Background: an optimization exercise with open tools, aiming at small area and a short achievable clock period. Do not read the settings as production practice. No run shown here included a check of the RTL's function; only the layout flow was run. No activity file was given, so power comes from the tool's default toggle rates.

## flow/design.v (module list and top-level ports; edited modules follow where they fit)
// module mod3_1: 2445 lines
module mod3_1(
  input clk,
  input reset_n,
  input signed [22:0] a,
  input signed [22:0] b,
  input signed [16:0] c,
  output signed [39:0] y
);
  // ...
==> flow/flow/run.sh <==
#!/bin/bash
# Layout flow: the standard layout (standard.sh) with two changes:
#  1. synthesis runs Yosys's synth with -noabc, so the generic "abc -fast" pass does not
#     restructure the design's adder cells before extract_fa; everything else in the
#     synthesis script (synth_recipe.tcl and ORFS synth.tcl) is unchanged.
#  2. the port buffers that place inserts are sky130_fd_sc_hd__buf_1 (buffer_ports
#     -buffer_cell) instead of the cell buffer_ports picks by default.
set -euo pipefail
work=$PWD
sed 's/synth -nofsm -noshare {\*}\$args/synth -nofsm -noshare -noabc {*}$args/' \
  synth_recipe.tcl > flow_synth.tcl
grep -q -- '-noabc' flow_synth.tcl
bash standard.sh "SYNTH_SCRIPT=$work/flow_synth.tcl" \
  "BUFFER_PORTS_ARGS=-buffer_cell ${PORT_BUF:-sky130_fd_sc_hd__buf_1}" finish \
  > flow_make.log 2>&1
==> flow/standard.sh <==
#!/bin/bash
# synth_recipe.tcl (not shown) runs the flow's synth.tcl, then flattens the netlist and writes it again
# the make line also repeats each setting of config.mk as NAME=value (left out here)
make -C /OpenROAD-flow-scripts/flow DESIGN_CONFIG=/design/flow/config.mk WORK_HOME=/design/flow/orfs CLKGATE_MAP_FILE= SYNTH_SCRIPT=/design/flow/synth_recipe.tcl "${@:-finish}"
==> flow/config.mk <==
export PLATFORM = sky130hd
export DESIGN_NAME = mod3_1
export DESIGN_NICKNAME = mod3_1
export VERILOG_FILES = /design/flow/design.v
export SDC_FILE = /design/flow/constraint.sdc
export NUM_CORES = 4
export LEC_CHECK = 0
export ABC_AREA = 1
export CAP_MARGIN = 20
export CORE_MARGIN = 2
export CORE_UTILIZATION = 65
export CTS_BUF_LIST = sky130_fd_sc_hd__clkbuf_8
export SETUP_SLACK_MARGIN = 3.4
export SLEW_MARGIN = 70
==> flow/constraint.sdc <==
create_clock -name core_clock -period 7.0 [get_ports {clk}]
set_input_delay 1.4000 -clock core_clock [delete_from_list [all_inputs] [get_ports {clk}]]
set_output_delay 1.4000 -clock core_clock [all_outputs]
set_load 0.01 [all_outputs]
==> results_dict.tcl, run 1 <==
set metrics [dict create \
    fp.dieArea_sq_um 23300 \
    track_usage_pct 30.5 \
    cts-root-buf "clkbuf_8" \
    dominant_cells "multi-input gates" \
    multi_input_gates 1193 \
    nFillCells 1637 \
    clk_path_buf_depth 2 \
    multi_input_area_sq_um 11000 \
    busiest_layer "met2" \
    yosys.area.top_type "fa_1" \
    drt-total-wl_um 35800 \
    finalNonFillerCells 1955 \
    async_flop_share_pct 0 \
    synth_top_family_by_area "adder cells" \
    final_common_cell "xor2_1" \
    met2_length_um 16600 \
    status "finished clean" \
    holdBufCountCts 0 \
    synth_xor_area_share_pct 15.0 \
    synth_most_common_cell "xor2_1" \
    cts_resized 55 \
    fin_ws_ps 3410 \
    layout.nets 2003 \
    largestRegisters "h0 (28), h1 (28)" \
    min_to "d2n[22]" \
    cp_max_fo 4 \
    placed_cells 1909 \
    gr-total-overflow 0 \
    start_util_pct 66.1 \
    yosysTopAreaCellShare_pct 24.6 \
    wl_per_cell_um 18.3 \
]
==> run 2, diff against run 1 <==
--- a/flow/design.v
+++ b/flow/design.v
@@ -744,72 +744,72 @@
   wire pg688;
   wire pp689;
   wire pg690;
   wire pp691;
   wire pg692;
   wire pp693;
   wire pg694;
   wire pp695;
-  wire fp696;
-  wire fg697;
-  wire fp698;
-  wire fg699;
-  wire fp700;
-  wire fg701;
-  wire fp702;
-  wire fg703;
-  wire fp704;
-  wire fg705;
-  wire fp706;
-  wire fg707;
-  wire fp708;
-  wire fg709;
-  wire fp710;
-  wire fg711;
-  wire fp712;
-  wire fg713;
-  wire fp714;
-  wire fg715;
-  wire fp716;
-  wire fg717;
-  wire fp718;
-  wire fg719;
-  wire fp720;
-  wire fg721;
-  wire fp722;
-  wire fg723;
-  wire fp724;
-  wire fg725;
-  wire fp726;
-  wire fg727;
-  wire fp728;
-  wire fg729;
-  wire fp730;
-  wire fg731;
-  wire fp732;
-  wire fg733;
-  wire fp734;
-  wire fg735;
-  wire fp736;
-  wire fg737;
-  wire fp738;
-  wire fg739;
-  wire fp740;
-  wire fg741;
-  wire fp742;
-  wire fg743;
-  wire fp744;
-  wire fg745;
-  wire fp746;
-  wire fg747;
-  wire fp748;
-  wire fg749;
-  wire fp750;
-  wire fg751;
+  wire ep696;
+  wire eg697;
+  wire ep698;
+  wire eg699;
+  wire ep700;
+  wire eg701;
+  wire ep702;
+  wire eg703;
+  wire ep704;
+  wire eg705;
+  wire ep706;
+  wire eg707;
+  wire ep708;
+  wire eg709;
+  wire ep710;
+  wire eg711;
+  wire ep712;
+  wire eg713;
+  wire ep714;
+  wire eg715;
+  wire ep716;
+  wire eg717;
+  wire ep718;
+  wire eg719;
+  wire pg720;
+  wire pp721;
+  wire pg722;
+  wire pp723;
+  wire pg724;
+  wire pp725;
+  wire pg726;
+  wire pp727;
+  wire pg728;
+  wire pp729;
+  wire pg730;
+  wire pp731;
+  wire pg732;
+  wire pp733;
+  wire pg734;
+  wire pp735;
+  wire pg736;
+  wire pp737;
+  wire pg738;
+  wire pp739;
+  wire pg740;
+  wire pp741;
+  wire pg742;
+  wire pp743;
+  wire pg744;
+  wire pp745;
+  wire pg746;
+  wire pp747;
+  wire pg748;
+  wire pp749;
+  wire pg750;
+  wire pp751;
   wire pg752;
   wire pp753;
   wire pg754;
   wire pp755;
   wire pg756;
   wire pp757;
   wire pg758;
   wire pp759;
@@ -986,124 +986,124 @@
   wire pg930;
   wire pp931;
   wire pg932;
   wire pp933;
   wire pg934;
   wire pp935;
   wire pg936;
   wire pp937;
-  wire pg938;
-  wire pp939;
-  wire pg940;
-  wire pp941;
-  wire pg942;
-  wire pp943;
-  wire pg944;
-  wire pp945;
-  wire pg946;
-  wire pp947;
-  wire pg948;
-  wire pp949;
-  wire pg950;
-  wire pp951;
-  wire pg952;
-  wire pp953;
-  wire pg954;
-  wire pp955;
-  wire pg956;
-  wire pp957;
-  wire pg958;
-  wire pp959;
-  wire pg960;
-  wire pp961;
-  wire pg962;
-  wire pp963;
-  wire pg964;
-  wire pp965;
-  wire pg966;
-  wire pp967;
-  wire pg968;
-  wire pp969;
-  wire cc970;
-  wire cc971;
-  wire cc972;
-  wire cc973;
-  wire cc974;
-  wire cc975;
-  wire cc976;
-  wire cc977;
-  wire cc978;
-  wire cc979;
-  wire cc980;
-  wire cc981;
-  wire cc982;
-  wire cc983;
-  wire cc984;
-  wire cc985;
-  wire cc986;
-  wire cc987;
-  wire cc988;
-  wire cc989;
-  wire cc990;
-  wire cc991;
-  wire cc992;
-  wire cc993;
-  wire cc994;
-  wire cc995;
-  wire cc996;
-  wire cc997;
+  wire cc938;
+  wire cc939;
+  wire cc940;
+  wire cc941;
+  wire cc942;
+  wire cc943;
+  wire cc944;
+  wire cc945;
+  wire cc946;
+  wire cc947;
+  wire cc948;
+  wire cc949;
+  wire cc950;
+  wire cc951;
+  wire cc952;
+  wire cc953;
+  wire cc954;
+  wire cc955;
+  wire cc956;
+  wire cc957;
+  wire cc958;
+  wire cc959;
+  wire cc960;
+  wire cc961;
+  wire cc962;
+  wire cc963;
+  wire cc964;
+  wire cc965;
+  wire sp966;
+  wire sg967;
+  wire sp968;
+  wire sg969;
+  wire sp970;
+  wire sg971;
+  wire sp972;
+  wire sg973;
+  wire sp974;
+  wire sg975;
+  wire sp976;
+  wire sg977;
+  wire sp978;
+  wire sg979;
+  wire sp980;
+  wire sg981;
+  wire sp982;
+  wire sg983;
+  wire sp984;
+  wire sg985;
+  wire sp986;
+  wire sg987;
+  wire sp988;
+  wire sg989;
+  wire sp990;
+  wire sg991;
+  wire sp992;
+  wire sg993;
+  wire sp994;
+  wire sg995;
+  wire sp996;
+  wire sg997;
   wire sp998;
   wire sg999;
   wire sp1000;
   wire sg1001;
   wire sp1002;
   wire sg1003;
   wire sp1004;
   wire sg1005;
   wire sp1006;
   wire sg1007;
   wire sp1008;
   wire sg1009;
   wire sp1010;
   wire sg1011;
   wire sp1012;
   wire sg1013;
-  wire sp1014;
-  wire sg1015;
-  wire sp1016;
-  wire sg1017;
-  wire sp1018;
-  wire sg1019;
-  wire sp1020;
-  wire sg1021;
-  wire sp1022;
-  wire sg1023;
-  wire sp1024;
-  wire sg1025;
-  wire sp1026;
-  wire sg1027;
-  wire sp1028;
-  wire sg1029;
-  wire sp1030;
-  wire sg1031;
-  wire sp1032;
-  wire sg1033;
-  wire sp1034;
-  wire sg1035;
-  wire sp1036;
-  wire sg1037;
-  wire sp1038;
-  wire sg1039;
-  wire sp1040;
-  wire sg1041;
-  wire sp1042;
-  wire sg1043;
-  wire sp1044;
-  wire sg1045;
+  wire pg1014;
+  wire pp1015;
+  wire pg1016;
+  wire pp1017;
+  wire pg1018;
+  wire pp1019;
+  wire pg1020;
+  wire pp1021;
+  wire pg1022;
+  wire pp1023;
+  wire pg1024;
+  wire pp1025;
+  wire pg1026;
+  wire pp1027;
+  wire pg1028;
+  wire pp1029;
+  wire pg1030;
+  wire pp1031;
+  wire pg1032;
+  wire pp1033;
+  wire pg1034;
+  wire pp1035;
+  wire pg1036;
+  wire pp1037;
+  wire pg1038;
+  wire pp1039;
+  wire pg1040;
+  wire pp1041;
+  wire pg1042;
+  wire pp1043;
+  wire pg1044;
+  wire pp1045;
   wire pg1046;
   wire pp1047;
   wire pg1048;
   wire pp1049;
   wire pg1050;
   wire pp1051;
   wire pg1052;
   wire pp1053;
@@ -1136,48 +1136,16 @@
   wire pg1080;
   wire pp1081;
   wire pg1082;
   wire pp1083;
   wire pg1084;
   wire pp1085;
   wire pg1086;
   wire pp1087;
-  wire pg1088;
-  wire pp1089;
-  wire pg1090;
-  wire pp1091;
-  wire pg1092;
-  wire pp1093;
-  wire pg1094;
-  wire pp1095;
-  wire pg1096;
-  wire pp1097;
-  wire pg1098;
-  wire pp1099;
-  wire pg1100;
-  wire pp1101;
-  wire pg1102;
-  wire pp1103;
-  wire pg1104;
-  wire pp1105;
-  wire pg1106;
-  wire pp1107;
-  wire pg1108;
-  wire pp1109;
-  wire pg1110;
-  wire pp1111;
-  wire pg1112;
-  wire pp1113;
-  wire pg1114;
-  wire pp1115;
-  wire pg1116;
-  wire pp1117;
-  wire pg1118;
-  wire pp1119;
   assign pp1 = ((one0 & ~d2n[0])) ^ neg0;
   assign pp2 = ((one0 & ~d2n[1]) | (two0 & ~d2n[0])) ^ neg0;
   assign pp3 = ((one0 & ~d2n[2]) | (two0 & ~d2n[1])) ^ neg0;
   assign pp4 = ((one0 & ~d2n[3]) | (two0 & ~d2n[2])) ^ neg0;
   assign pp5 = ((one0 & ~d2n[4]) | (two0 & ~d2n[3])) ^ neg0;
   assign pp6 = ((one0 & ~d2n[5]) | (two0 & ~d2n[4])) ^ neg0;
   assign pp7 = ((one0 & ~d2n[6]) | (two0 & ~d2n[5])) ^ neg0;
   assign pp8 = ((one0 & ~d2n[7]) | (two0 & ~d2n[6])) ^ neg0;
@@ -1799,162 +1767,162 @@
   assign s624 = s484 ^ co549 ^ s550;
   assign co625 = (s484 & co549) | (s484 & s550) | (co549 & s550);
   assign s626 = co485 ^ s552 ^ co551;
   assign co627 = (co485 & s552) | (co485 & co551) | (s552 & co551);
   assign s628 = pp199 ^ co553 ^ s554;
   assign co629 = (pp199 & co553) | (pp199 & s554) | (co553 & s554);
   assign s630 = ci233 ^ co555;
   assign co631 = ci233 & co555;
-  assign sp998 = ~(a[0] ^ b[0]);
-  assign sg999 = a[0] | ~b[0];
-  assign sp1000 = ~(a[1] ^ b[1]);
-  assign sg1001 = a[1] & ~b[1];
-  assign sp1002 = ~(a[2] ^ b[2]);
-  assign sg1003 = a[2] & ~b[2];
-  assign sp1004 = ~(a[3] ^ b[3]);
-  assign sg1005 = a[3] & ~b[3];
-  assign sp1006 = ~(a[4] ^ b[4]);
-  assign sg1007 = a[4] & ~b[4];
-  assign sp1008 = ~(a[5] ^ b[5]);
-  assign sg1009 = a[5] & ~b[5];
-  assign sp1010 = ~(a[6] ^ b[6]);
-  assign sg1011 = a[6] & ~b[6];
-  assign sp1012 = ~(a[7] ^ b[7]);
-  assign sg1013 = a[7] & ~b[7];
-  assign sp1014 = ~(a[8] ^ b[8]);
-  assign sg1015 = a[8] & ~b[8];
-  assign sp1016 = ~(a[9] ^ b[9]);
-  assign sg1017 = a[9] & ~b[9];
-  assign sp1018 = ~(a[10] ^ b[10]);
-  assign sg1019 = a[10] & ~b[10];
-  assign sp1020 = ~(a[11] ^ b[11]);
-  assign sg1021 = a[11] & ~b[11];
-  assign sp1022 = ~(a[12] ^ b[12]);
-  assign sg1023 = a[12] & ~b[12];
-  assign sp1024 = ~(a[13] ^ b[13]);
-  assign sg1025 = a[13] & ~b[13];
-  assign sp1026 = ~(a[14] ^ b[14]);
-  assign sg1027 = a[14] & ~b[14];
-  assign sp1028 = ~(a[15] ^ b[15]);
-  assign sg1029 = a[15] & ~b[15];
-  assign sp1030 = ~(a[16] ^ b[16]);
-  assign sg1031 = a[16] & ~b[16];
-  assign sp1032 = ~(a[17] ^ b[17]);
-  assign sg1033 = a[17] & ~b[17];
-  assign sp1034 = ~(a[18] ^ b[18]);
-  assign sg1035 = a[18] & ~b[18];
-  assign sp1036 = ~(a[19] ^ b[19]);
-  assign sg1037 = a[19] & ~b[19];
-  assign sp1038 = ~(a[20] ^ b[20]);
-  assign sg1039 = a[20] & ~b[20];
-  assign sp1040 = ~(a[21] ^ b[21]);
-  assign sg1041 = a[21] & ~b[21];
-  assign sp1042 = ~(a[22] ^ b[22]);
-  assign sg1043 = a[22] & ~b[22];
-  assign sp1044 = ~(a[22] ^ b[22]);
-  assign sg1045 = a[22] & ~b[22];
-  assign pg1046 = sg1001 | (sp1000 & sg999);
-  assign pp1047 = sp1000 & sp998;
-  assign pg1048 = sg1005 | (sp1004 & sg1003);
-  assign pp1049 = sp1004 & sp1002;
-  assign pg1050 = sg1009 | (sp1008 & sg1007);
-  assign pp1051 = sp1008 & sp1006;
-  assign pg1052 = sg1013 | (sp1012 & sg1011);
-  assign pp1053 = sp1012 & sp1010;
-  assign pg1054 = sg1017 | (sp1016 & sg1015);
-  assign pp1055 = sp1016 & sp1014;
-  assign pg1056 = sg1021 | (sp1020 & sg1019);
-  assign pp1057 = sp1020 & sp1018;
-  assign pg1058 = sg1025 | (sp1024 & sg1023);
-  assign pp1059 = sp1024 & sp1022;
-  assign pg1060 = sg1029 | (sp1028 & sg1027);
-  assign pp1061 = sp1028 & sp1026;
-  assign pg1062 = sg1033 | (sp1032 & sg1031);
-  assign pp1063 = sp1032 & sp1030;
-  assign pg1064 = sg1037 | (sp1036 & sg1035);
-  assign pp1065 = sp1036 & sp1034;
-  assign pg1066 = sg1041 | (sp1040 & sg1039);
-  assign pp1067 = sp1040 & sp1038;
-  assign pg1068 = pg1048 | (pp1049 & pg1046);
-  assign pp1069 = pp1049 & pp1047;
-  assign pg1070 = pg1052 | (pp1053 & pg1050);
-  assign pp1071 = pp1053 & pp1051;
-  assign pg1072 = pg1056 | (pp1057 & pg1054);
-  assign pp1073 = pp1057 & pp1055;
-  assign pg1074 = pg1060 | (pp1061 & pg1058);
-  assign pp1075 = pp1061 & pp1059;
-  assign pg1076 = pg1064 | (pp1065 & pg1062);
-  assign pp1077 = pp1065 & pp1063;
-  assign pg1078 = pg1070 | (pp1071 & pg1068);
-  assign pp1079 = pp1071 & pp1069;
-  assign pg1080 = pg1074 | (pp1075 & pg1072);
-  assign pp1081 = pp1075 & pp1073;
-  assign pg1082 = pg1080 | (pp1081 & pg1078);
-  assign pp1083 = pp1081 & pp1079;
-  assign pg1084 = pg1072 | (pp1073 & pg1078);
-  assign pp1085 = pp1073 & pp1079;
-  assign pg1086 = pg1076 | (pp1077 & pg1082);
-  assign pp1087 = pp1077 & pp1083;
-  assign pg1088 = pg1050 | (pp1051 & pg1068);
-  assign pp1089 = pp1051 & pp1069;
-  assign pg1090 = pg1054 | (pp1055 & pg1078);
-  assign pp1091 = pp1055 & pp1079;
-  assign pg1092 = pg1058 | (pp1059 & pg1084);
-  assign pp1093 = pp1059 & pp1085;
-  assign pg1094 = pg1062 | (pp1063 & pg1082);
-  assign pp1095 = pp1063 & pp1083;
-  assign pg1096 = pg1066 | (pp1067 & pg1086);
-  assign pp1097 = pp1067 & pp1087;
-  assign pg1098 = sg1003 | (sp1002 & pg1046);
-  assign pp1099 = sp1002 & pp1047;
-  assign pg1100 = sg1007 | (sp1006 & pg1068);
-  assign pp1101 = sp1006 & pp1069;
-  assign pg1102 = sg1011 | (sp1010 & pg1088);
-  assign pp1103 = sp1010 & pp1089;
-  assign pg1104 = sg1015 | (sp1014 & pg1078);
-  assign pp1105 = sp1014 & pp1079;
-  assign pg1106 = sg1019 | (sp1018 & pg1090);
-  assign pp1107 = sp1018 & pp1091;
-  assign pg1108 = sg1023 | (sp1022 & pg1084);
-  assign pp1109 = sp1022 & pp1085;
-  assign pg1110 = sg1027 | (sp1026 & pg1092);
-  assign pp1111 = sp1026 & pp1093;
-  assign pg1112 = sg1031 | (sp1030 & pg1082);
-  assign pp1113 = sp1030 & pp1083;
-  assign pg1114 = sg1035 | (sp1034 & pg1094);
-  assign pp1115 = sp1034 & pp1095;
-  assign pg1116 = sg1039 | (sp1038 & pg1086);
-  assign pp1117 = sp1038 & pp1087;
-  assign pg1118 = sg1043 | (sp1042 & pg1096);
-  assign pp1119 = sp1042 & pp1097;
-  assign dsub[0] = ~sp998;
-  assign dsub[1] = sp1000 ^ sg999;
-  assign dsub[2] = sp1002 ^ pg1046;
-  assign dsub[3] = sp1004 ^ pg1098;
-  assign dsub[4] = sp1006 ^ pg1068;
-  assign dsub[5] = sp1008 ^ pg1100;
-  assign dsub[6] = sp1010 ^ pg1088;
-  assign dsub[7] = sp1012 ^ pg1102;
-  assign dsub[8] = sp1014 ^ pg1078;
-  assign dsub[9] = sp1016 ^ pg1104;
-  assign dsub[10] = sp1018 ^ pg1090;
-  assign dsub[11] = sp1020 ^ pg1106;
-  assign dsub[12] = sp1022 ^ pg1084;
-  assign dsub[13] = sp1024 ^ pg1108;
-  assign dsub[14] = sp1026 ^ pg1092;
-  assign dsub[15] = sp1028 ^ pg1110;
-  assign dsub[16] = sp1030 ^ pg1082;
-  assign dsub[17] = sp1032 ^ pg1112;
-  assign dsub[18] = sp1034 ^ pg1094;
-  assign dsub[19] = sp1036 ^ pg1114;
-  assign dsub[20] = sp1038 ^ pg1086;
-  assign dsub[21] = sp1040 ^ pg1116;
-  assign dsub[22] = sp1042 ^ pg1096;
-  assign dsub[23] = sp1044 ^ pg1118;
+  assign sp966 = ~(a[0] ^ b[0]);
+  assign sg967 = a[0] | ~b[0];
+  assign sp968 = ~(a[1] ^ b[1]);
+  assign sg969 = a[1] & ~b[1];
+  assign sp970 = ~(a[2] ^ b[2]);
+  assign sg971 = a[2] & ~b[2];
+  assign sp972 = ~(a[3] ^ b[3]);
+  assign sg973 = a[3] & ~b[3];
+  assign sp974 = ~(a[4] ^ b[4]);
+  assign sg975 = a[4] & ~b[4];
+  assign sp976 = ~(a[5] ^ b[5]);
+  assign sg977 = a[5] & ~b[5];
+  assign sp978 = ~(a[6] ^ b[6]);
+  assign sg979 = a[6] & ~b[6];
+  assign sp980 = ~(a[7] ^ b[7]);
+  assign sg981 = a[7] & ~b[7];
+  assign sp982 = ~(a[8] ^ b[8]);
+  assign sg983 = a[8] & ~b[8];
+  assign sp984 = ~(a[9] ^ b[9]);
+  assign sg985 = a[9] & ~b[9];
+  assign sp986 = ~(a[10] ^ b[10]);
+  assign sg987 = a[10] & ~b[10];
+  assign sp988 = ~(a[11] ^ b[11]);
+  assign sg989 = a[11] & ~b[11];
+  assign sp990 = ~(a[12] ^ b[12]);
+  assign sg991 = a[12] & ~b[12];
+  assign sp992 = ~(a[13] ^ b[13]);
+  assign sg993 = a[13] & ~b[13];
+  assign sp994 = ~(a[14] ^ b[14]);
+  assign sg995 = a[14] & ~b[14];
+  assign sp996 = ~(a[15] ^ b[15]);
+  assign sg997 = a[15] & ~b[15];
+  assign sp998 = ~(a[16] ^ b[16]);
+  assign sg999 = a[16] & ~b[16];
+  assign sp1000 = ~(a[17] ^ b[17]);
+  assign sg1001 = a[17] & ~b[17];
+  assign sp1002 = ~(a[18] ^ b[18]);
+  assign sg1003 = a[18] & ~b[18];
+  assign sp1004 = ~(a[19] ^ b[19]);
+  assign sg1005 = a[19] & ~b[19];
+  assign sp1006 = ~(a[20] ^ b[20]);
+  assign sg1007 = a[20] & ~b[20];
+  assign sp1008 = ~(a[21] ^ b[21]);
+  assign sg1009 = a[21] & ~b[21];
+  assign sp1010 = ~(a[22] ^ b[22]);
+  assign sg1011 = a[22] & ~b[22];
+  assign sp1012 = ~(a[22] ^ b[22]);
+  assign sg1013 = a[22] & ~b[22];
+  assign pg1014 = sg969 | (sp968 & sg967);
+  assign pp1015 = sp968 & sp966;
+  assign pg1016 = sg973 | (sp972 & sg971);
+  assign pp1017 = sp972 & sp970;
+  assign pg1018 = sg977 | (sp976 & sg975);
+  assign pp1019 = sp976 & sp974;
+  assign pg1020 = sg981 | (sp980 & sg979);
+  assign pp1021 = sp980 & sp978;
+  assign pg1022 = sg985 | (sp984 & sg983);
+  assign pp1023 = sp984 & sp982;
+  assign pg1024 = sg989 | (sp988 & sg987);
+  assign pp1025 = sp988 & sp986;
+  assign pg1026 = sg993 | (sp992 & sg991);
+  assign pp1027 = sp992 & sp990;
+  assign pg1028 = sg997 | (sp996 & sg995);
+  assign pp1029 = sp996 & sp994;
+  assign pg1030 = sg1001 | (sp1000 & sg999);
+  assign pp1031 = sp1000 & sp998;
+  assign pg1032 = sg1005 | (sp1004 & sg1003);
+  assign pp1033 = sp1004 & sp1002;
+  assign pg1034 = sg1009 | (sp1008 & sg1007);
+  assign pp1035 = sp1008 & sp1006;
+  assign pg1036 = pg1016 | (pp1017 & pg1014);
+  assign pp1037 = pp1017 & pp1015;
+  assign pg1038 = pg1020 | (pp1021 & pg1018);
+  assign pp1039 = pp1021 & pp1019;
+  assign pg1040 = pg1024 | (pp1025 & pg1022);
+  assign pp1041 = pp1025 & pp1023;
+  assign pg1042 = pg1028 | (pp1029 & pg1026);
+  assign pp1043 = pp1029 & pp1027;
+  assign pg1044 = pg1032 | (pp1033 & pg1030);
+  assign pp1045 = pp1033 & pp1031;
+  assign pg1046 = pg1038 | (pp1039 & pg1036);
+  assign pp1047 = pp1039 & pp1037;
+  assign pg1048 = pg1042 | (pp1043 & pg1040);
+  assign pp1049 = pp1043 & pp1041;
+  assign pg1050 = pg1048 | (pp1049 & pg1046);
+  assign pp1051 = pp1049 & pp1047;
+  assign pg1052 = pg1040 | (pp1041 & pg1046);
+  assign pp1053 = pp1041 & pp1047;
+  assign pg1054 = pg1044 | (pp1045 & pg1050);
+  assign pp1055 = pp1045 & pp1051;
+  assign pg1056 = pg1018 | (pp1019 & pg1036);
+  assign pp1057 = pp1019 & pp1037;
+  assign pg1058 = pg1022 | (pp1023 & pg1046);
+  assign pp1059 = pp1023 & pp1047;
+  assign pg1060 = pg1026 | (pp1027 & pg1052);
+  assign pp1061 = pp1027 & pp1053;
+  assign pg1062 = pg1030 | (pp1031 & pg1050);
+  assign pp1063 = pp1031 & pp1051;
+  assign pg1064 = pg1034 | (pp1035 & pg1054);
+  assign pp1065 = pp1035 & pp1055;
+  assign pg1066 = sg971 | (sp970 & pg1014);
+  assign pp1067 = sp970 & pp1015;
+  assign pg1068 = sg975 | (sp974 & pg1036);
+  assign pp1069 = sp974 & pp1037;
+  assign pg1070 = sg979 | (sp978 & pg1056);
+  assign pp1071 = sp978 & pp1057;
+  assign pg1072 = sg983 | (sp982 & pg1046);
+  assign pp1073 = sp982 & pp1047;
+  assign pg1074 = sg987 | (sp986 & pg1058);
+  assign pp1075 = sp986 & pp1059;
+  assign pg1076 = sg991 | (sp990 & pg1052);
+  assign pp1077 = sp990 & pp1053;
+  assign pg1078 = sg995 | (sp994 & pg1060);
+  assign pp1079 = sp994 & pp1061;
+  assign pg1080 = sg999 | (sp998 & pg1050);
+  assign pp1081 = sp998 & pp1051;
+  assign pg1082 = sg1003 | (sp1002 & pg1062);
+  assign pp1083 = sp1002 & pp1063;
+  assign pg1084 = sg1007 | (sp1006 & pg1054);
+  assign pp1085 = sp1006 & pp1055;
+  assign pg1086 = sg1011 | (sp1010 & pg1064);
+  assign pp1087 = sp1010 & pp1065;
+  assign dsub[0] = ~sp966;
+  assign dsub[1] = sp968 ^ sg967;
+  assign dsub[2] = sp970 ^ pg1014;
+  assign dsub[3] = sp972 ^ pg1066;
+  assign dsub[4] = sp974 ^ pg1036;
+  assign dsub[5] = sp976 ^ pg1068;
+  assign dsub[6] = sp978 ^ pg1056;
+  assign dsub[7] = sp980 ^ pg1070;
+  assign dsub[8] = sp982 ^ pg1046;
+  assign dsub[9] = sp984 ^ pg1072;
+  assign dsub[10] = sp986 ^ pg1058;
+  assign dsub[11] = sp988 ^ pg1074;
+  assign dsub[12] = sp990 ^ pg1052;
+  assign dsub[13] = sp992 ^ pg1076;
+  assign dsub[14] = sp994 ^ pg1060;
+  assign dsub[15] = sp996 ^ pg1078;
+  assign dsub[16] = sp998 ^ pg1050;
+  assign dsub[17] = sp1000 ^ pg1080;
+  assign dsub[18] = sp1002 ^ pg1062;
+  assign dsub[19] = sp1004 ^ pg1082;
+  assign dsub[20] = sp1006 ^ pg1054;
+  assign dsub[21] = sp1008 ^ pg1084;
+  assign dsub[22] = sp1010 ^ pg1064;
+  assign dsub[23] = sp1012 ^ pg1086;
   assign fp632 = neg0 ^ pp1;
   assign fg633 = neg0 & pp1;
   assign fp634 = pp2;
   assign fg635 = 1'b0;
   assign fp636 = s556 ^ pp26;
   assign fg637 = s556 & pp26;
   assign fp638 = co557 ^ s558;
   assign fg639 = co557 & s558;
@@ -2023,36 +1991,36 @@
   assign ylo_d[5] = fp642 ^ pg680;
   assign ylo_d[6] = fp644 ^ pg682;
   assign ylo_d[7] = fp646 ^ pg684;
   assign ylo_d[8] = fp648 ^ pg686;
   assign ylo_d[9] = fp650 ^ pg688;
   assign ylo_d[10] = fp652 ^ pg690;
   assign ylo_d[11] = fp654 ^ pg692;
   wire [27:0] h0_d, h1_d;
-  assign h0_d[0] = co575;
-  assign h1_d[0] = s576;
-  assign h0_d[1] = co577;
-  assign h1_d[1] = s578;
-  assign h0_d[2] = co579;
-  assign h1_d[2] = s580;
-  assign h0_d[3] = co581;
-  assign h1_d[3] = s582;
-  assign h0_d[4] = co583;
-  assign h1_d[4] = s584;
-  assign h0_d[5] = co585;
-  assign h1_d[5] = s586;
-  assign h0_d[6] = co587;
-  assign h1_d[6] = s588;
-  assign h0_d[7] = co589;
-  assign h1_d[7] = s590;
-  assign h0_d[8] = co591;
-  assign h1_d[8] = s592;
-  assign h0_d[9] = co593;
-  assign h1_d[9] = s594;
+  assign h0_d[0] = co575 ^ s576;
+  assign h1_d[0] = co575 & s576;
+  assign h0_d[1] = co577 ^ s578;
+  assign h1_d[1] = co577 & s578;
+  assign h0_d[2] = co579 ^ s580;
+  assign h1_d[2] = co579 & s580;
+  assign h0_d[3] = co581 ^ s582;
+  assign h1_d[3] = co581 & s582;
+  assign h0_d[4] = co583 ^ s584;
+  assign h1_d[4] = co583 & s584;
+  assign h0_d[5] = co585 ^ s586;
+  assign h1_d[5] = co585 & s586;
+  assign h0_d[6] = co587 ^ s588;
+  assign h1_d[6] = co587 & s588;
+  assign h0_d[7] = co589 ^ s590;
+  assign h1_d[7] = co589 & s590;
+  assign h0_d[8] = co591 ^ s592;
+  assign h1_d[8] = co591 & s592;
+  assign h0_d[9] = co593 ^ s594;
+  assign h1_d[9] = co593 & s594;
   assign h0_d[10] = co595;
   assign h1_d[10] = s596;
   assign h0_d[11] = co597;
   assign h1_d[11] = s598;
   assign h0_d[12] = co599;
   assign h1_d[12] = s600;
   assign h0_d[13] = co601;
   assign h1_d[13] = s602;
@@ -2067,140 +2035,140 @@
   assign h0_d[18] = co611;
   assign h1_d[18] = s612;
   assign h0_d[19] = co613;
   assign h1_d[19] = s614;
   assign h0_d[20] = co615;
   assign h1_d[20] = s616;
   assign h0_d[21] = co617;
   assign h1_d[21] = s618;
-  assign h0_d[22] = co619;
-  assign h1_d[22] = s620;
-  assign h0_d[23] = co621;
-  assign h1_d[23] = s622;
-  assign h0_d[24] = co623;
-  assign h1_d[24] = s624;
-  assign h0_d[25] = co625;
-  assign h1_d[25] = s626;
-  assign h0_d[26] = co627;
-  assign h1_d[26] = s628;
-  assign h0_d[27] = co629;
-  assign h1_d[27] = s630;
-  assign fp696 = h0[0] ^ h1[0];
-  assign fg697 = h0[0] & h1[0];
-  assign fp698 = h0[1] ^ h1[1];
-  assign fg699 = h0[1] & h1[1];
-  assign fp700 = h0[2] ^ h1[2];
-  assign fg701 = h0[2] & h1[2];
-  assign fp702 = h0[3] ^ h1[3];
-  assign fg703 = h0[3] & h1[3];
-  assign fp704 = h0[4] ^ h1[4];
-  assign fg705 = h0[4] & h1[4];
-  assign fp706 = h0[5] ^ h1[5];
-  assign fg707 = h0[5] & h1[5];
-  assign fp708 = h0[6] ^ h1[6];
-  assign fg709 = h0[6] & h1[6];
-  assign fp710 = h0[7] ^ h1[7];
-  assign fg711 = h0[7] & h1[7];
-  assign fp712 = h0[8] ^ h1[8];
-  assign fg713 = h0[8] & h1[8];
-  assign fp714 = h0[9] ^ h1[9];
-  assign fg715 = h0[9] & h1[9];
-  assign fp716 = h0[10] ^ h1[10];
-  assign fg717 = h0[10] & h1[10];
-  assign fp718 = h0[11] ^ h1[11];
-  assign fg719 = h0[11] & h1[11];
-  assign fp720 = h0[12] ^ h1[12];
-  assign fg721 = h0[12] & h1[12];
-  assign fp722 = h0[13] ^ h1[13];
-  assign fg723 = h0[13] & h1[13];
-  assign fp724 = h0[14] ^ h1[14];
-  assign fg725 = h0[14] & h1[14];
-  assign fp726 = h0[15] ^ h1[15];
-  assign fg727 = h0[15] & h1[15];
-  assign fp728 = h0[16] ^ h1[16];
-  assign fg729 = h0[16] & h1[16];
-  assign fp730 = h0[17] ^ h1[17];
-  assign fg731 = h0[17] & h1[17];
-  assign fp732 = h0[18] ^ h1[18];
-  assign fg733 = h0[18] & h1[18];
-  assign fp734 = h0[19] ^ h1[19];
-  assign fg735 = h0[19] & h1[19];
-  assign fp736 = h0[20] ^ h1[20];
-  assign fg737 = h0[20] & h1[20];
-  assign fp738 = h0[21] ^ h1[21];
-  assign fg739 = h0[21] & h1[21];
-  assign fp740 = h0[22] ^ h1[22];
-  assign fg741 = h0[22] & h1[22];
-  assign fp742 = h0[23] ^ h1[23];
-  assign fg743 = h0[23] & h1[23];
-  assign fp744 = h0[24] ^ h1[24];
-  assign fg745 = h0[24] & h1[24];
-  assign fp746 = h0[25] ^ h1[25];
-  assign fg747 = h0[25] & h1[25];
-  assign fp748 = h0[26] ^ h1[26];
-  assign fg749 = h0[26] & h1[26];
-  assign fp750 = h0[27] ^ h1[27];
-  assign fg751 = h0[27] & h1[27];
-  assign pg752 = fg699 | (fp698 & fg697);
-  assign pp753 = fp698 & fp696;
-  assign pg754 = fg701 | (fp700 & fg699);
-  assign pp755 = fp700 & fp698;
-  assign pg756 = fg703 | (fp702 & fg701);
-  assign pp757 = fp702 & fp700;
-  assign pg758 = fg705 | (fp704 & fg703);
-  assign pp759 = fp704 & fp702;
-  assign pg760 = fg707 | (fp706 & fg705);
-  assign pp761 = fp706 & fp704;
-  assign pg762 = fg709 | (fp708 & fg707);
-  assign pp763 = fp708 & fp706;
-  assign pg764 = fg711 | (fp710 & fg709);
-  assign pp765 = fp710 & fp708;
-  assign pg766 = fg713 | (fp712 & fg711);
-  assign pp767 = fp712 & fp710;
-  assign pg768 = fg715 | (fp714 & fg713);
-  assign pp769 = fp714 & fp712;
-  assign pg770 = fg717 | (fp716 & fg715);
-  assign pp771 = fp716 & fp714;
-  assign pg772 = fg719 | (fp718 & fg717);
-  assign pp773 = fp718 & fp716;
-  assign pg774 = fg721 | (fp720 & fg719);
-  assign pp775 = fp720 & fp718;
-  assign pg776 = fg723 | (fp722 & fg721);
-  assign pp777 = fp722 & fp720;
-  assign pg778 = fg725 | (fp724 & fg723);
-  assign pp779 = fp724 & fp722;
-  assign pg780 = fg727 | (fp726 & fg725);
-  assign pp781 = fp726 & fp724;
-  assign pg782 = fg729 | (fp728 & fg727);
-  assign pp783 = fp728 & fp726;
-  assign pg784 = fg731 | (fp730 & fg729);
-  assign pp785 = fp730 & fp728;
-  assign pg786 = fg733 | (fp732 & fg731);
-  assign pp787 = fp732 & fp730;
-  assign pg788 = fg735 | (fp734 & fg733);
-  assign pp789 = fp734 & fp732;
-  assign pg790 = fg737 | (fp736 & fg735);
-  assign pp791 = fp736 & fp734;
-  assign pg792 = fg739 | (fp738 & fg737);
-  assign pp793 = fp738 & fp736;
-  assign pg794 = fg741 | (fp740 & fg739);
-  assign pp795 = fp740 & fp738;
-  assign pg796 = fg743 | (fp742 & fg741);
-  assign pp797 = fp742 & fp740;
-  assign pg798 = fg745 | (fp744 & fg743);
-  assign pp799 = fp744 & fp742;
-  assign pg800 = fg747 | (fp746 & fg745);
-  assign pp801 = fp746 & fp744;
-  assign pg802 = fg749 | (fp748 & fg747);
-  assign pp803 = fp748 & fp746;
-  assign pg804 = fg751 | (fp750 & fg749);
-  assign pp805 = fp750 & fp748;
-  assign pg806 = pg754 | (pp755 & fg697);
-  assign pp807 = pp755 & fp696;
+  assign h0_d[22] = co619 ^ s620;
+  assign h1_d[22] = co619 & s620;
+  assign h0_d[23] = co621 ^ s622;
+  assign h1_d[23] = co621 & s622;
+  assign h0_d[24] = co623 ^ s624;
+  assign h1_d[24] = co623 & s624;
+  assign h0_d[25] = co625 ^ s626;
+  assign h1_d[25] = co625 & s626;
+  assign h0_d[26] = co627 ^ s628;
+  assign h1_d[26] = co627 & s628;
+  assign h0_d[27] = co629 ^ s630;
+  assign h1_d[27] = co629 & s630;
+  assign ep696 = h0[10] ^ h1[10];
+  assign eg697 = h0[10] & h1[10];
+  assign ep698 = h0[11] ^ h1[11];
+  assign eg699 = h0[11] & h1[11];
+  assign ep700 = h0[12] ^ h1[12];
+  assign eg701 = h0[12] & h1[12];
+  assign ep702 = h0[13] ^ h1[13];
+  assign eg703 = h0[13] & h1[13];
+  assign ep704 = h0[14] ^ h1[14];
+  assign eg705 = h0[14] & h1[14];
+  assign ep706 = h0[15] ^ h1[15];
+  assign eg707 = h0[15] & h1[15];
+  assign ep708 = h0[16] ^ h1[16];
+  assign eg709 = h0[16] & h1[16];
+  assign ep710 = h0[17] ^ h1[17];
+  assign eg711 = h0[17] & h1[17];
+  assign ep712 = h0[18] ^ h1[18];
+  assign eg713 = h0[18] & h1[18];
+  assign ep714 = h0[19] ^ h1[19];
+  assign eg715 = h0[19] & h1[19];
+  assign ep716 = h0[20] ^ h1[20];
+  assign eg717 = h0[20] & h1[20];
+  assign ep718 = h0[21] ^ h1[21];
+  assign eg719 = h0[21] & h1[21];
+  assign pg720 = h1[1] | (h0[1] & h1[0]);
+  assign pp721 = h0[1] & h0[0];
+  assign pg722 = h1[2] | (h0[2] & h1[1]);
+  assign pp723 = h0[2] & h0[1];
+  assign pg724 = h1[3] | (h0[3] & h1[2]);
+  assign pp725 = h0[3] & h0[2];
+  assign pg726 = h1[4] | (h0[4] & h1[3]);
+  assign pp727 = h0[4] & h0[3];
+  assign pg728 = h1[5] | (h0[5] & h1[4]);
+  assign pp729 = h0[5] & h0[4];
+  assign pg730 = h1[6] | (h0[6] & h1[5]);
+  assign pp731 = h0[6] & h0[5];
+  assign pg732 = h1[7] | (h0[7] & h1[6]);
+  assign pp733 = h0[7] & h0[6];
+  assign pg734 = h1[8] | (h0[8] & h1[7]);
+  assign pp735 = h0[8] & h0[7];
+  assign pg736 = h1[9] | (h0[9] & h1[8]);
+  assign pp737 = h0[9] & h0[8];
+  assign pg738 = eg697 | (ep696 & h1[9]);
+  assign pp739 = ep696 & h0[9];
+  assign pg740 = eg699 | (ep698 & eg697);
+  assign pp741 = ep698 & ep696;
+  assign pg742 = eg701 | (ep700 & eg699);
+  assign pp743 = ep700 & ep698;
+  assign pg744 = eg703 | (ep702 & eg701);
+  assign pp745 = ep702 & ep700;
+  assign pg746 = eg705 | (ep704 & eg703);
+  assign pp747 = ep704 & ep702;
+  assign pg748 = eg707 | (ep706 & eg705);
+  assign pp749 = ep706 & ep704;
+  assign pg750 = eg709 | (ep708 & eg707);
+  assign pp751 = ep708 & ep706;
+  assign pg752 = eg711 | (ep710 & eg709);
+  assign pp753 = ep710 & ep708;
+  assign pg754 = eg713 | (ep712 & eg711);
+  assign pp755 = ep712 & ep710;
+  assign pg756 = eg715 | (ep714 & eg713);
+  assign pp757 = ep714 & ep712;
+  assign pg758 = eg717 | (ep716 & eg715);
+  assign pp759 = ep716 & ep714;
+  assign pg760 = eg719 | (ep718 & eg717);
+  assign pp761 = ep718 & ep716;
+  assign pg762 = h1[22] | (h0[22] & eg719);
+  assign pp763 = h0[22] & ep718;
+  assign pg764 = h1[23] | (h0[23] & h1[22]);
+  assign pp765 = h0[23] & h0[22];
+  assign pg766 = h1[24] | (h0[24] & h1[23]);
+  assign pp767 = h0[24] & h0[23];
+  assign pg768 = h1[25] | (h0[25] & h1[24]);
+  assign pp769 = h0[25] & h0[24];
+  assign pg770 = h1[26] | (h0[26] & h1[25]);
+  assign pp771 = h0[26] & h0[25];
+  assign pg772 = h1[27] | (h0[27] & h1[26]);
+  assign pp773 = h0[27] & h0[26];
+  assign pg774 = pg722 | (pp723 & h1[0]);
+  assign pp775 = pp723 & h0[0];
+  assign pg776 = pg724 | (pp725 & pg720);
+  assign pp777 = pp725 & pp721;
+  assign pg778 = pg726 | (pp727 & pg722);
+  assign pp779 = pp727 & pp723;
+  assign pg780 = pg728 | (pp729 & pg724);
+  assign pp781 = pp729 & pp725;
+  assign pg782 = pg730 | (pp731 & pg726);
+  assign pp783 = pp731 & pp727;
+  assign pg784 = pg732 | (pp733 & pg728);
+  assign pp785 = pp733 & pp729;
+  assign pg786 = pg734 | (pp735 & pg730);
+  assign pp787 = pp735 & pp731;
+  assign pg788 = pg736 | (pp737 & pg732);
+  assign pp789 = pp737 & pp733;
+  assign pg790 = pg738 | (pp739 & pg734);
+  assign pp791 = pp739 & pp735;
+  assign pg792 = pg740 | (pp741 & pg736);
+  assign pp793 = pp741 & pp737;
+  assign pg794 = pg742 | (pp743 & pg738);
+  assign pp795 = pp743 & pp739;
+  assign pg796 = pg744 | (pp745 & pg740);
+  assign pp797 = pp745 & pp741;
+  assign pg798 = pg746 | (pp747 & pg742);
+  assign pp799 = pp747 & pp743;
+  assign pg800 = pg748 | (pp749 & pg744);
+  assign pp801 = pp749 & pp745;
+  assign pg802 = pg750 | (pp751 & pg746);
+  assign pp803 = pp751 & pp747;
+  assign pg804 = pg752 | (pp753 & pg748);
+  assign pp805 = pp753 & pp749;
+  assign pg806 = pg754 | (pp755 & pg750);
+  assign pp807 = pp755 & pp751;
   assign pg808 = pg756 | (pp757 & pg752);
   assign pp809 = pp757 & pp753;
   assign pg810 = pg758 | (pp759 & pg754);
   assign pp811 = pp759 & pp755;
   assign pg812 = pg760 | (pp761 & pg756);
   assign pp813 = pp761 & pp757;
   assign pg814 = pg762 | (pp763 & pg758);
   assign pp815 = pp763 & pp759;
@@ -2209,229 +2177,197 @@
   assign pg818 = pg766 | (pp767 & pg762);
   assign pp819 = pp767 & pp763;
   assign pg820 = pg768 | (pp769 & pg764);
   assign pp821 = pp769 & pp765;
   assign pg822 = pg770 | (pp771 & pg766);
   assign pp823 = pp771 & pp767;
   assign pg824 = pg772 | (pp773 & pg768);
   assign pp825 = pp773 & pp769;
-  assign pg826 = pg774 | (pp775 & pg770);
-  assign pp827 = pp775 & pp771;
-  assign pg828 = pg776 | (pp777 & pg772);
-  assign pp829 = pp777 & pp773;
-  assign pg830 = pg778 | (pp779 & pg774);
-  assign pp831 = pp779 & pp775;
-  assign pg832 = pg780 | (pp781 & pg776);
-  assign pp833 = pp781 & pp777;
-  assign pg834 = pg782 | (pp783 & pg778);
-  assign pp835 = pp783 & pp779;
-  assign pg836 = pg784 | (pp785 & pg780);
-  assign pp837 = pp785 & pp781;
-  assign pg838 = pg786 | (pp787 & pg782);
-  assign pp839 = pp787 & pp783;
-  assign pg840 = pg788 | (pp789 & pg784);
-  assign pp841 = pp789 & pp785;
-  assign pg842 = pg790 | (pp791 & pg786);
-  assign pp843 = pp791 & pp787;
-  assign pg844 = pg792 | (pp793 & pg788);
-  assign pp845 = pp793 & pp789;
-  assign pg846 = pg794 | (pp795 & pg790);
-  assign pp847 = pp795 & pp791;
-  assign pg848 = pg796 | (pp797 & pg792);
-  assign pp849 = pp797 & pp793;
-  assign pg850 = pg798 | (pp799 & pg794);
-  assign pp851 = pp799 & pp795;
-  assign pg852 = pg800 | (pp801 & pg796);
-  assign pp853 = pp801 & pp797;
-  assign pg854 = pg802 | (pp803 & pg798);
-  assign pp855 = pp803 & pp799;
-  assign pg856 = pg804 | (pp805 & pg800);
-  assign pp857 = pp805 & pp801;
-  assign pg858 = pg810 | (pp811 & fg697);
-  assign pp859 = pp811 & fp696;
-  assign pg860 = pg812 | (pp813 & pg752);
-  assign pp861 = pp813 & pp753;
+  assign pg826 = pg778 | (pp779 & h1[0]);
+  assign pp827 = pp779 & h0[0];
+  assign pg828 = pg780 | (pp781 & pg720);
+  assign pp829 = pp781 & pp721;
+  assign pg830 = pg782 | (pp783 & pg774);
+  assign pp831 = pp783 & pp775;
+  assign pg832 = pg784 | (pp785 & pg776);
+  assign pp833 = pp785 & pp777;
+  assign pg834 = pg786 | (pp787 & pg778);
+  assign pp835 = pp787 & pp779;
+  assign pg836 = pg788 | (pp789 & pg780);
+  assign pp837 = pp789 & pp781;
+  assign pg838 = pg790 | (pp791 & pg782);
+  assign pp839 = pp791 & pp783;
+  assign pg840 = pg792 | (pp793 & pg784);
+  assign pp841 = pp793 & pp785;
+  assign pg842 = pg794 | (pp795 & pg786);
+  assign pp843 = pp795 & pp787;
+  assign pg844 = pg796 | (pp797 & pg788);
+  assign pp845 = pp797 & pp789;
+  assign pg846 = pg798 | (pp799 & pg790);
+  assign pp847 = pp799 & pp791;
+  assign pg848 = pg800 | (pp801 & pg792);
+  assign pp849 = pp801 & pp793;
+  assign pg850 = pg802 | (pp803 & pg794);
+  assign pp851 = pp803 & pp795;
+  assign pg852 = pg804 | (pp805 & pg796);
+  assign pp853 = pp805 & pp797;
+  assign pg854 = pg806 | (pp807 & pg798);
+  assign pp855 = pp807 & pp799;
+  assign pg856 = pg808 | (pp809 & pg800);
+  assign pp857 = pp809 & pp801;
+  assign pg858 = pg810 | (pp811 & pg802);
+  assign pp859 = pp811 & pp803;
+  assign pg860 = pg812 | (pp813 & pg804);
+  assign pp861 = pp813 & pp805;
   assign pg862 = pg814 | (pp815 & pg806);
   assign pp863 = pp815 & pp807;
   assign pg864 = pg816 | (pp817 & pg808);
   assign pp865 = pp817 & pp809;
   assign pg866 = pg818 | (pp819 & pg810);
   assign pp867 = pp819 & pp811;
   assign pg868 = pg820 | (pp821 & pg812);
   assign pp869 = pp821 & pp813;
   assign pg870 = pg822 | (pp823 & pg814);
   assign pp871 = pp823 & pp815;
   assign pg872 = pg824 | (pp825 & pg816);
   assign pp873 = pp825 & pp817;
-  assign pg874 = pg826 | (pp827 & pg818);
-  assign pp875 = pp827 & pp819;
-  assign pg876 = pg828 | (pp829 & pg820);
-  assign pp877 = pp829 & pp821;
-  assign pg878 = pg830 | (pp831 & pg822);
-  assign pp879 = pp831 & pp823;
-  assign pg880 = pg832 | (pp833 & pg824);
-  assign pp881 = pp833 & pp825;
-  assign pg882 = pg834 | (pp835 & pg826);
-  assign pp883 = pp835 & pp827;
-  assign pg884 = pg836 | (pp837 & pg828);
-  assign pp885 = pp837 & pp829;
-  assign pg886 = pg838 | (pp839 & pg830);
-  assign pp887 = pp839 & pp831;
-  assign pg888 = pg840 | (pp841 & pg832);
-  assign pp889 = pp841 & pp833;
-  assign pg890 = pg842 | (pp843 & pg834);
-  assign pp891 = pp843 & pp835;
-  assign pg892 = pg844 | (pp845 & pg836);
-  assign pp893 = pp845 & pp837;
-  assign pg894 = pg846 | (pp847 & pg838);
-  assign pp895 = pp847 & pp839;
-  assign pg896 = pg848 | (pp849 & pg840);
-  assign pp897 = pp849 & pp841;
-  assign pg898 = pg850 | (pp851 & pg842);
-  assign pp899 = pp851 & pp843;
-  assign pg900 = pg852 | (pp853 & pg844);
-  assign pp901 = pp853 & pp845;
-  assign pg902 = pg854 | (pp855 & pg846);
-  assign pp903 = pp855 & pp847;
-  assign pg904 = pg856 | (pp857 & pg848);
-  assign pp905 = pp857 & pp849;
-  assign pg906 = pg866 | (pp867 & fg697);
-  assign pp907 = pp867 & fp696;
-  assign pg908 = pg868 | (pp869 & pg752);
-  assign pp909 = pp869 & pp753;
-  assign pg910 = pg870 | (pp871 & pg806);
-  assign pp911 = pp871 & pp807;
-  assign pg912 = pg872 | (pp873 & pg808);
-  assign pp913 = pp873 & pp809;
-  assign pg914 = pg874 | (pp875 & pg858);
-  assign pp915 = pp875 & pp859;
-  assign pg916 = pg876 | (pp877 & pg860);
-  assign pp917 = pp877 & pp861;
-  assign pg918 = pg878 | (pp879 & pg862);
-  assign pp919 = pp879 & pp863;
-  assign pg920 = pg880 | (pp881 & pg864);
-  assign pp921 = pp881 & pp865;
-  assign pg922 = pg882 | (pp883 & pg866);
-  assign pp923 = pp883 & pp867;
-  assign pg924 = pg884 | (pp885 & pg868);
-  assign pp925 = pp885 & pp869;
-  assign pg926 = pg886 | (pp887 & pg870);
-  assign pp927 = pp887 & pp871;
-  assign pg928 = pg888 | (pp889 & pg872);
-  assign pp929 = pp889 & pp873;
-  assign pg930 = pg890 | (pp891 & pg874);
-  assign pp931 = pp891 & pp875;
-  assign pg932 = pg892 | (pp893 & pg876);
-  assign pp933 = pp893 & pp877;
-  assign pg934 = pg894 | (pp895 & pg878);
-  assign pp935 = pp895 & pp879;
-  assign pg936 = pg896 | (pp897 & pg880);
-  assign pp937 = pp897 & pp881;
-  assign pg938 = pg898 | (pp899 & pg882);
-  assign pp939 = pp899 & pp883;
-  assign pg940 = pg900 | (pp901 & pg884);
-  assign pp941 = pp901 & pp885;
-  assign pg942 = pg902 | (pp903 & pg886);
-  assign pp943 = pp903 & pp887;
-  assign pg944 = pg904 | (pp905 & pg888);
-  assign pp945 = pp905 & pp889;
-  assign pg946 = pg922 | (pp923 & fg697);
-  assign pp947 = pp923 & fp696;
-  assign pg948 = pg924 | (pp925 & pg752);
-  assign pp949 = pp925 & pp753;
-  assign pg950 = pg926 | (pp927 & pg806);
-  assign pp951 = pp927 & pp807;
-  assign pg952 = pg928 | (pp929 & pg808);
-  assign pp953 = pp929 & pp809;
-  assign pg954 = pg930 | (pp931 & pg858);
-  assign pp955 = pp931 & pp859;
-  assign pg956 = pg932 | (pp933 & pg860);
-  assign pp957 = pp933 & pp861;
-  assign pg958 = pg934 | (pp935 & pg862);
-  assign pp959 = pp935 & pp863;
-  assign pg960 = pg936 | (pp937 & pg864);
-  assign pp961 = pp937 & pp865;
-  assign pg962 = pg938 | (pp939 & pg906);
-  assign pp963 = pp939 & pp907;
-  assign pg964 = pg940 | (pp941 & pg908);
-  assign pp965 = pp941 & pp909;
-  assign pg966 = pg942 | (pp943 & pg910);
-  assign pp967 = pp943 & pp911;
-  assign pg968 = pg944 | (pp945 & pg912);
-  assign pp969 = pp945 & pp913;
-  assign cc970 = fg697 | (fp696 & cyq);
-  assign cc971 = pg752 | (pp753 & cyq);
-  assign cc972 = pg806 | (pp807 & cyq);
-  assign cc973 = pg808 | (pp809 & cyq);
-  assign cc974 = pg858 | (pp859 & cyq);
-  assign cc975 = pg860 | (pp861 & cyq);
-  assign cc976 = pg862 | (pp863 & cyq);
-  assign cc977 = pg864 | (pp865 & cyq);
-  assign cc978 = pg906 | (pp907 & cyq);
-  assign cc979 = pg908 | (pp909 & cyq);
-  assign cc980 = pg910 | (pp911 & cyq);
-  assign cc981 = pg912 | (pp913 & cyq);
-  assign cc982 = pg914 | (pp915 & cyq);
-  assign cc983 = pg916 | (pp917 & cyq);
-  assign cc984 = pg918 | (pp919 & cyq);
-  assign cc985 = pg920 | (pp921 & cyq);
-  assign cc986 = pg946 | (pp947 & cyq);
-  assign cc987 = pg948 | (pp949 & cyq);
-  assign cc988 = pg950 | (pp951 & cyq);
-  assign cc989 = pg952 | (pp953 & cyq);
-  assign cc990 = pg954 | (pp955 & cyq);
-  assign cc991 = pg956 | (pp957 & cyq);
-  assign cc992 = pg958 | (pp959 & cyq);
-  assign cc993 = pg960 | (pp961 & cyq);
-  assign cc994 = pg962 | (pp963 & cyq);
-  assign cc995 = pg964 | (pp965 & cyq);
-  assign cc996 = pg966 | (pp967 & cyq);
-  assign cc997 = pg968 | (pp969 & cyq);
+  assign pg874 = pg834 | (pp835 & h1[0]);
+  assign pp875 = pp835 & h0[0];
+  assign pg876 = pg836 | (pp837 & pg720);
+  assign pp877 = pp837 & pp721;
+  assign pg878 = pg838 | (pp839 & pg774);
+  assign pp879 = pp839 & pp775;
+  assign pg880 = pg840 | (pp841 & pg776);
+  assign pp881 = pp841 & pp777;
+  assign pg882 = pg842 | (pp843 & pg826);
+  assign pp883 = pp843 & pp827;
+  assign pg884 = pg844 | (pp845 & pg828);
+  assign pp885 = pp845 & pp829;
+  assign pg886 = pg846 | (pp847 & pg830);
+  assign pp887 = pp847 & pp831;
+  assign pg888 = pg848 | (pp849 & pg832);
+  assign pp889 = pp849 & pp833;
+  assign pg890 = pg850 | (pp851 & pg834);
+  assign pp891 = pp851 & pp835;
+  assign pg892 = pg852 | (pp853 & pg836);
+  assign pp893 = pp853 & pp837;
+  assign pg894 = pg854 | (pp855 & pg838);
+  assign pp895 = pp855 & pp839;
+  assign pg896 = pg856 | (pp857 & pg840);
+  assign pp897 = pp857 & pp841;
+  assign pg898 = pg858 | (pp859 & pg842);
+  assign pp899 = pp859 & pp843;
+  assign pg900 = pg860 | (pp861 & pg844);
+  assign pp901 = pp861 & pp845;
+  assign pg902 = pg862 | (pp863 & pg846);
+  assign pp903 = pp863 & pp847;
+  assign pg904 = pg864 | (pp865 & pg848);
+  assign pp905 = pp865 & pp849;
+  assign pg906 = pg866 | (pp867 & pg850);
+  assign pp907 = pp867 & pp851;
+  assign pg908 = pg868 | (pp869 & pg852);
+  assign pp909 = pp869 & pp853;
+  assign pg910 = pg870 | (pp871 & pg854);
+  assign pp911 = pp871 & pp855;
+  assign pg912 = pg872 | (pp873 & pg856);
+  assign pp913 = pp873 & pp857;
+  assign pg914 = pg890 | (pp891 & h1[0]);
+  assign pp915 = pp891 & h0[0];
+  assign pg916 = pg892 | (pp893 & pg720);
+  assign pp917 = pp893 & pp721;
+  assign pg918 = pg894 | (pp895 & pg774);
+  assign pp919 = pp895 & pp775;
+  assign pg920 = pg896 | (pp897 & pg776);
+  assign pp921 = pp897 & pp777;
+  assign pg922 = pg898 | (pp899 & pg826);
+  assign pp923 = pp899 & pp827;
+  assign pg924 = pg900 | (pp901 & pg828);
+  assign pp925 = pp901 & pp829;
+  assign pg926 = pg902 | (pp903 & pg830);
+  assign pp927 = pp903 & pp831;
+  assign pg928 = pg904 | (pp905 & pg832);
+  assign pp929 = pp905 & pp833;
+  assign pg930 = pg906 | (pp907 & pg874);
+  assign pp931 = pp907 & pp875;
+  assign pg932 = pg908 | (pp909 & pg876);
+  assign pp933 = pp909 & pp877;
+  assign pg934 = pg910 | (pp911 & pg878);
+  assign pp935 = pp911 & pp879;
+  assign pg936 = pg912 | (pp913 & pg880);
+  assign pp937 = pp913 & pp881;
+  assign cc938 = h1[0] | (h0[0] & cyq);
+  assign cc939 = pg720 | (pp721 & cyq);
+  assign cc940 = pg774 | (pp775 & cyq);
+  assign cc941 = pg776 | (pp777 & cyq);
+  assign cc942 = pg826 | (pp827 & cyq);
+  assign cc943 = pg828 | (pp829 & cyq);
+  assign cc944 = pg830 | (pp831 & cyq);
+  assign cc945 = pg832 | (pp833 & cyq);
+  assign cc946 = pg874 | (pp875 & cyq);
+  assign cc947 = pg876 | (pp877 & cyq);
+  assign cc948 = pg878 | (pp879 & cyq);
+  assign cc949 = pg880 | (pp881 & cyq);
+  assign cc950 = pg882 | (pp883 & cyq);
+  assign cc951 = pg884 | (pp885 & cyq);
+  assign cc952 = pg886 | (pp887 & cyq);
+  assign cc953 = pg888 | (pp889 & cyq);
+  assign cc954 = pg914 | (pp915 & cyq);
+  assign cc955 = pg916 | (pp917 & cyq);
+  assign cc956 = pg918 | (pp919 & cyq);
+  assign cc957 = pg920 | (pp921 & cyq);
+  assign cc958 = pg922 | (pp923 & cyq);
+  assign cc959 = pg924 | (pp925 & cyq);
+  assign cc960 = pg926 | (pp927 & cyq);
+  assign cc961 = pg928 | (pp929 & cyq);
+  assign cc962 = pg930 | (pp931 & cyq);
+  assign cc963 = pg932 | (pp933 & cyq);
+  assign cc964 = pg934 | (pp935 & cyq);
+  assign cc965 = pg936 | (pp937 & cyq);
   wire [39:0] sum;
   assign sum[0] = ylo[0];
   assign sum[1] = ylo[1];
   assign sum[2] = ylo[2];
   assign sum[3] = ylo[3];
   assign sum[4] = ylo[4];
   assign sum[5] = ylo[5];
   assign sum[6] = ylo[6];
   assign sum[7] = ylo[7];
   assign sum[8] = ylo[8];
   assign sum[9] = ylo[9];
   assign sum[10] = ylo[10];
   assign sum[11] = ylo[11];
-  assign sum[12] = fp696 ^ cyq;
-  assign sum[13] = fp698 ^ cc970;
-  assign sum[14] = fp700 ^ cc971;
-  assign sum[15] = fp702 ^ cc972;
-  assign sum[16] = fp704 ^ cc973;
-  assign sum[17] = fp706 ^ cc974;
-  assign sum[18] = fp708 ^ cc975;
-  assign sum[19] = fp710 ^ cc976;
-  assign sum[20] = fp712 ^ cc977;
-  assign sum[21] = fp714 ^ cc978;
-  assign sum[22] = fp716 ^ cc979;
-  assign sum[23] = fp718 ^ cc980;
-  assign sum[24] = fp720 ^ cc981;
-  assign sum[25] = fp722 ^ cc982;
-  assign sum[26] = fp724 ^ cc983;
-  assign sum[27] = fp726 ^ cc984;
-  assign sum[28] = fp728 ^ cc985;
-  assign sum[29] = fp730 ^ cc986;
-  assign sum[30] = fp732 ^ cc987;
-  assign sum[31] = fp734 ^ cc988;
-  assign sum[32] = fp736 ^ cc989;
-  assign sum[33] = fp738 ^ cc990;
-  assign sum[34] = fp740 ^ cc991;
-  assign sum[35] = fp742 ^ cc992;
-  assign sum[36] = fp744 ^ cc993;
-  assign sum[37] = fp746 ^ cc994;
-  assign sum[38] = fp748 ^ cc995;
-  assign sum[39] = fp750 ^ cc996;
+  assign sum[12] = h0[0] ^ cyq;
+  assign sum[13] = h0[1] ^ cc938;
+  assign sum[14] = h0[2] ^ cc939;
+  assign sum[15] = h0[3] ^ cc940;
+  assign sum[16] = h0[4] ^ cc941;
+  assign sum[17] = h0[5] ^ cc942;
+  assign sum[18] = h0[6] ^ cc943;
+  assign sum[19] = h0[7] ^ cc944;
+  assign sum[20] = h0[8] ^ cc945;
+  assign sum[21] = h0[9] ^ cc946;
+  assign sum[22] = ep696 ^ cc947;
+  assign sum[23] = ep698 ^ cc948;
+  assign sum[24] = ep700 ^ cc949;
+  assign sum[25] = ep702 ^ cc950;
+  assign sum[26] = ep704 ^ cc951;
+  assign sum[27] = ep706 ^ cc952;
+  assign sum[28] = ep708 ^ cc953;
+  assign sum[29] = ep710 ^ cc954;
+  assign sum[30] = ep712 ^ cc955;
+  assign sum[31] = ep714 ^ cc956;
+  assign sum[32] = ep716 ^ cc957;
+  assign sum[33] = ep718 ^ cc958;
+  assign sum[34] = h0[22] ^ cc959;
+  assign sum[35] = h0[23] ^ cc960;
+  assign sum[36] = h0[24] ^ cc961;
+  assign sum[37] = h0[25] ^ cc962;
+  assign sum[38] = h0[26] ^ cc963;
+  assign sum[39] = h0[27] ^ cc964;
   assign y = sum & {40{~kq}};
   always @(posedge clk) begin
     d1n <= ~dsub;
     r1q <= ~reset_n;
     d2n <= d1n;
     f1q <= ~reset_n | r1q;
     onen_q <= ~one_w;
     twon_q <= ~two_w;
==> results_dict.tcl, run 2 <==
set metrics [dict create \
    largest_reg_flops 28 \
    synth.area.top_cells "fa_1 (25%), dfxtp_1 (20%), xor2_1 (14%), ha_1 (8.7%), o22ai_1 (8.0%)" \
    cp.arrival_ps 2150 \
    power.density_nw_per_um2 552 \
    grt_pass1_wl_um 58200 \
    post-route-period-util_pct 50.7 \
    slew-limit-headroom_pct 71.0 \
    synth_common_cells "xor2_1 (235), nand2_1 (193), o22ai_1 (184)" \
    reg2reg_slack_ps 3470 \
    num_io_pins 105 \
    cp_max_fo 4 \
    fin_worst_skew_ps 26.6 \
    reg2reg_depth 8 \
    finalHoldViolations 0 \
    ant_nets 0 \
    drive_gt1_share_pct 14.0 \
    hp-class "reg2reg" \
    min-delay-start "d1n[0]" \
    min_to "d2n[0]" \
    gp_congestion 0.920 \
    min_path_cells 0 \
    syn-mean-instance-area_sq_um 8.80 \
    final_cell_mix "xor2_1 (234), o22ai_1 (184), nand2_1 (176), fa_1 (176), inv_1 (164)" \
    firstDrtPassIters 5 \
    fp.dieW_um 152 \
    nFillCells 1680 \
    route.detailed.drc 0 \
    clk_path_buf_depth 2 \
    reg2reg_to "h0[9]" \
    synth_cell_types 37 \
    async_flop_share_pct 0 \
    grt_setup_unrepaired "yes" \
    ys_warn_count 1 \
    finalMaxSlewViolations 0 \
    synth_edf_count 0 \
    diodes 0 \
    drt-initial-drc-count 922 \
    wl_per_cell_um 18.8 \
    p_leak_uw 0.00721 \
    final_common_cell "xor2_1" \
    placementRows 54 \
    clock_latency_ps 470 \
    cts-root-buf "clkbuf_8" \
    start_util_pct 65.9 \
    setup_viol 0 \
    largest_register "h0" \
    tritoncts "yes" \
    synth-seq-cells 145 \
    yosysTopAreaCellShare_pct 24.6 \
    cap_violations 0 \
    tns_ps 0 \
    gr-total-overflow 0 \
    clkTransAtPathRegs_ps 110 \
    synth_area_sq_um 14300 \
    cts_sinks 145 \
    required_ps 5600 \
    ir_worst_vdd_mv 0.351 \
    core_area_sq_um 21700 \
    holdBufCountCts 0 \
    areaGrowthSynthToFinish_pct 10.6 \
    design_area_sq_um 15800 \
    antenna_found_initial 0 \
    timing.fmax_ghz 0.282 \
    syn_nets 1966 \
    yosys_most_used_dff "dfxtp_1" \
    yosys.area.top_type "fa_1" \
    largestRegisters "h0 (28), h1 (27)" \
    grt_max_degree 27 \
    grt_pass1_vias 11200 \
    synth_most_common_cell "xor2_1" \
    status "finished clean" \
    dr_total_vias 11400 \
    port_buffers 104 \
    endpoint_kind "primary output" \
    fp.dieArea_sq_um 23200 \
    dp_hpwl_um 25700 \
    ys_seq_area_share_pct 20.3 \
    critPathKind "reg2out" \
    via_per_inst 5.87 \
    dpl_cell_area_sq_um 14800 \
    reg2reg_from "d2n[20]" \
    fin_hold_ws_ps 316 \
    cts_buffers 17 \
    die_h_um 152 \
    tightest_slew_ps 435 \
    layout.nets 1998 \
    track_usage_pct 31.4 \
    syn_inst 1625 \
    drt-total-wl_um 36600 \
    startpoint_type "flip-flop" \
    period_needed_ps 3550 \
    htreeDepth 4 \
]
==> run 2: changes by cell type after synthesis, sizes merged, moves of 3 or more <==
cell / change
nor3: -3
nand3: -7
a21boi: -4
a21oi: +11
xor2: +3
xnor2: -4
nand2: -5
==> run 2: worst max-delay path by stage <==
| stage | to | from | slack [ps] |
|---|---|---|---|
| floorplan | h0[7] | d2n[16] | 3450 |
| global placement | cyq | d2n[8] | 3200 |
| detailed placement | d1n[19] | a[0] | 3210 |
| CTS | y[39] | h0[16] | 3410 |
| global route | y[36] | h1[18] | 3320 |
| finish | y[36] | h0[16] | 3450 |
==> run 2: timing repair <==
action / CTS / global route
gates resized for setup: 28 / 101
endpoints found under the setup margin: 9 / 24
setup buffers: 0 / 11
endpoints found under the hold margin: 0 / 0
pin swaps: 1 / 31
==> run 2: routing by layer <==
metal / up-vias / track usage [%] / wire length (um)
met2: 602 / 50.3 / 16600
met1: 5428 / 43.1 / 15500
met4: 0 / 10.5 / 1120
met5: - / 0 / 0
li1: 5320 / - / -
met3: 99 / 6.37 / 3410
==> run 2: logic make-up after synthesis <==
family                     share of synthesized area [%]
DFF                                                 20.3
and+or+nand+nor                                     11.1
xor gates and xnor gates                            15.1
adders and majority gates                           33.4
muxes                                              0.157
buffers and inverters                               8.08
AOI/OAI and AO/OA                                   11.9
==> run 2: stage by stage <==
step | util (%) | setup slack [ps] | total power [uW] | std cells
2_1_floorplan | - | 3450 | 5800 | 1625
3_3_place_gp | 67.7 | 3200 | 7170 | 1905
3_5_place_dp | 68.0 | 3210 | 7430 | 1905
4_1_cts | 70.7 | 3410 | 8290 | 1937
5_1_grt | 72.9 | 3320 | 9720 | 1950
6_report | 72.9 | 3450 | 8720 | 1950
==> run 2: critical path, stage by stage, from the launching register on <==
cell and delay [ps]:
dfxtp_2 350, ha_4 290, nand2_4 80, nor2_4 110, inv_2 70, nor3_2 230, nand3_1 130, nand3_1 100
nand2_1 70, nor2_2 110, buf_2 140
==> run 2: final cells by class <==
type / count / area (sq um) / area share [%]
Multi-Input combinational cell: 1183 / 10700 / 67.3
Sequential cell: 145 / 3030 / 19.2
Timing Repair Buffer: 134 / 698 / 4.41
Inverter: 176 / 666 / 4.21
Tap cell: 280 / 350 / 2.21
Clock buffer: 17 / 234 / 1.48
Clock inverter: 15 / 186 / 1.18
==> run 2: where the power goes <==
part,internal (uW),switching [uW],total (uW)
logic,2790,3570,6360
clock network,275,410,685
registers,1290,390,1680
total,4350,4380,8720

separate check: timing with driven ports:
The flow's constraints put no driver on any port. The routed layouts listed below were extracted and timed again, unchanged, in two steps. Step 1, drivers: a clkbuf_16 drives clk and a buf_2 each remaining input, both assumed. Step 2 also shifts input and output timing later by t, the mid clock arrival at the registers, as if the neighbouring blocks saw the same clock. Slacks: no drivers / after step 1 / after step 2; pairs: no drivers / after step 1.
run	shift t [ns]	setup slack, ns	worst hold slack (ns)
run 1	0.502	3.413 / 3.367 / 3.265	0.322 / 0.322 / 0.322
run 2	0.500	3.450 / 3.407 / 3.269	0.316 / 0.316 / 0.316
After both steps setup and hold are still met in every run listed. For run 2, which loses most, drivers alone change the setup slack by -0.043 ns; drivers and shift together by -0.181 ns.
